Context: an optimization exercise on an open-source flow, tuned for small area and a short achievable clock period. The choices shown serve that exercise and are no tape-out recipe. Only simulation tests tie the RTL to the original design; equivalence was not proved.

## FPU
module FPU(clk, reset, A, B, sel, round_mode, start, error, over_flow, Y);
make LEC_CHECK=0 CAP_MARGIN=20 CORE_MARGIN=2 CORE_UTILIZATION=40 SLEW_MARGIN=20 finish   # period 37.0 ns
run.sh (not shown) runs the stock make flow with config.mk's settings and CLKGATE_MAP_FILE= SYNTH_SCRIPT=/design/flow/synth_recipe.tcl, a recipe that flattens the netlist after the stock synthesis.
Rerun with:
ABC_AREA = 1   (was unset)
Wire length shrinks by a few percent.
Clock-buffer cell count grows by 1.
Area after synthesis shrinks slightly.
Die area shrinks slightly.

---

== v39 ==
Another version of the RTL of FPU (not shown whole).
Size in the first run: about 2,700 cells after synthesis, about 150 flip-flops, roughly 100 I/O pins, about 23,000 sq um of cells after synthesis.
## FPU
module FPU(clk, reset, A, B, sel, round_mode, start, error, over_flow, Y);
==> flow/config.mk <==
export PLATFORM = sky130hd
export DESIGN_NAME = FPU
export DESIGN_NICKNAME = FPU
export VERILOG_FILES = /design/flow/design.v
export SDC_FILE = /design/flow/constraint.sdc
export NUM_CORES = 4
export LEC_CHECK = 0
export CAP_MARGIN = 20
export CORE_MARGIN = 2
export CORE_UTILIZATION = 40
export SLEW_MARGIN = 20
==> flow/constraint.sdc <==
create_clock -name core_clock -period 37.0 [get_ports {clk}]
set_input_delay 7.4000 -clock core_clock [delete_from_list [all_inputs] [get_ports {clk}]]
set_output_delay 7.4000 -clock core_clock [all_outputs]
set_load 0.01 [all_outputs]
standard.sh (not shown) runs the stock make flow with config.mk's settings and CLKGATE_MAP_FILE= SYNTH_SCRIPT=/design/flow/synth_recipe.tcl, a recipe that flattens the netlist after the stock synthesis.
==> flow/flow/run.sh <==
#!/bin/bash
# Standard ORFS layout (the standard.sh: standard synthesis, floorplan, place,
# CTS, route, finish) with the timing repair steps asked to leave a setup margin of
# 28.8 ns at the design's 37 ns clock, i.e. to shorten every register path to about
# 8.2 ns. The SDC and clock period are unchanged. ORFS writes each
# tool's log under orfs/logs; make's own output goes to standard.log.
bash standard.sh SETUP_SLACK_MARGIN=28.8 TNS_END_PERCENT=100 finish > standard.log 2>&1
v39 did not stop at any stage, and its layout met the timing, design-rule and antenna checks.
--- input diff v39..v36 ---
==> flow/flow/run.sh <==
#!/bin/bash
# Standard ORFS layout (the standard.sh: standard synthesis, floorplan, place,
# CTS, route, finish) with the timing repair steps asked to leave a setup margin of
# 28.3 ns at the design's 37 ns clock, i.e. to shorten every register path to about
# 8.7 ns. The SDC and clock period are unchanged. ORFS writes each
# tool's log under orfs/logs; make's own output goes to standard.log.
bash standard.sh SETUP_SLACK_MARGIN=28.3 TNS_END_PERCENT=100 finish > standard.log 2>&1
Results
Largest stage delay on the critical path: v36 < v39. From v39 to v36 the numbers moved as follows: worst setup slack saw a decrease; sequential share of layout area saw an increase.

---

FPU again, from the RTL that the note above started with.
==> flow/config.mk <==
export PLATFORM = sky130hd
export DESIGN_NAME = FPU
export DESIGN_NICKNAME = FPU
export VERILOG_FILES = /design/flow/design.v
export SDC_FILE = /design/flow/constraint.sdc
export NUM_CORES = 4
export LEC_CHECK = 0
export CAP_MARGIN = 20
export CORE_MARGIN = 2
export CORE_UTILIZATION = 40
export SLEW_MARGIN = 20
==> flow/constraint.sdc <==
create_clock -name core_clock -period 37.0 [get_ports {clk}]
set_input_delay 7.4000 -clock core_clock [delete_from_list [all_inputs] [get_ports {clk}]]
set_output_delay 7.4000 -clock core_clock [all_outputs]
set_load 0.01 [all_outputs]
==> flow/flow/run.sh <==
#!/bin/bash
# Layout flow: the standard synthesis, then a polarity pass over the mapped
# netlist (flow/polarity.py: full adders are self-dual, so their polarity is
# chosen to need as few inverters as possible; registers are untouched), then
# the standard ORFS floorplan/place/CTS/route/finish with the timing repair steps
# asked for a 28.3 ns setup margin at the design's 37 ns clock (paths of about
# 8.7 ns). The SDC and the clock period are unchanged.
set -euo pipefail
RES=$PWD/orfs/results/sky130hd/FPU/base
bash standard.sh $RES/1_2_yosys.v > synth.log 2>&1
cp $RES/1_2_yosys.v $RES/1_2_yosys_std.v
python3 flow/polarity.py $RES/1_2_yosys_std.v $RES/1_2_yosys.v > polarity.log 2>&1
bash standard.sh SETUP_SLACK_MARGIN=28.3 TNS_END_PERCENT=100 finish > layout.log 2>&1
Other scripts of this flow, unchanged in this note and not shown: flow/flow/polarity.py
The starting point passed the timing, design-rule and antenna checks.
Next try:
--- a/flow/flow/run.sh
+++ b/flow/flow/run.sh
@@ -6 +6 @@
-# asked for a 28.3 ns setup margin at the design's 37 ns clock (paths of about
+# asked for a 28.3 ns setup margin at the design's 37 ns clock (ABC area mapping; paths of about
@@ -10 +10 @@
-bash standard.sh $RES/1_2_yosys.v > synth.log 2>&1
+bash standard.sh ABC_AREA=1 $RES/1_2_yosys.v > synth.log 2>&1
- via count came out higher by a little under a tenth
- hold slack is better by 0.019 ns
- synthesized cell count came out higher by about a fifth

[afterwards: timing with drivers on the ports]
In the flow no input, the clock included, has a driving cell. The finished layouts below were timed again as built, in two steps. Step 1 (the two cells are an assumption about what drives the block):
set clk [get_ports {clk}]
set_driving_cell -lib_cell sky130_fd_sc_hd__clkbuf_16 $clk
set_driving_cell -lib_cell sky130_fd_sc_hd__buf_2 [delete_from_list [all_inputs] $clk]
Step 2 also shifts input and output timing later by t, the mid clock arrival at the registers, as if the neighbouring blocks saw the same clock. Slacks: ideal ports / drivers / drivers and shift; pairs: ideal ports / drivers.
run	shift t [ns]	setup slack, ns	worst register clock-pin slew, ns	cell pins on the clock port's net
the first run of note 1	0.569	25.103 / 25.103 / 25.103	0.09 / 0.09	1
the second run of note 1	0.573	25.559 / 25.559 / 25.559	0.09 / 0.09	1
v39	0.521	28.344 / 28.344 / 28.148	0.07 / 0.07	1
v36	0.563	28.201 / 28.201 / 28.046	0.08 / 0.08	1
the first run of note 3	0.528	28.234 / 28.234 / 27.886	0.07 / 0.07	1
the second run of note 3	0.561	28.303 / 28.247 / 28.000	0.09 / 0.09	1
After both steps every run listed still meets setup and hold. For the first run of note 3, which loses most, drivers alone change the setup slack by 0.000 ns; drivers and shift together by -0.348 ns.
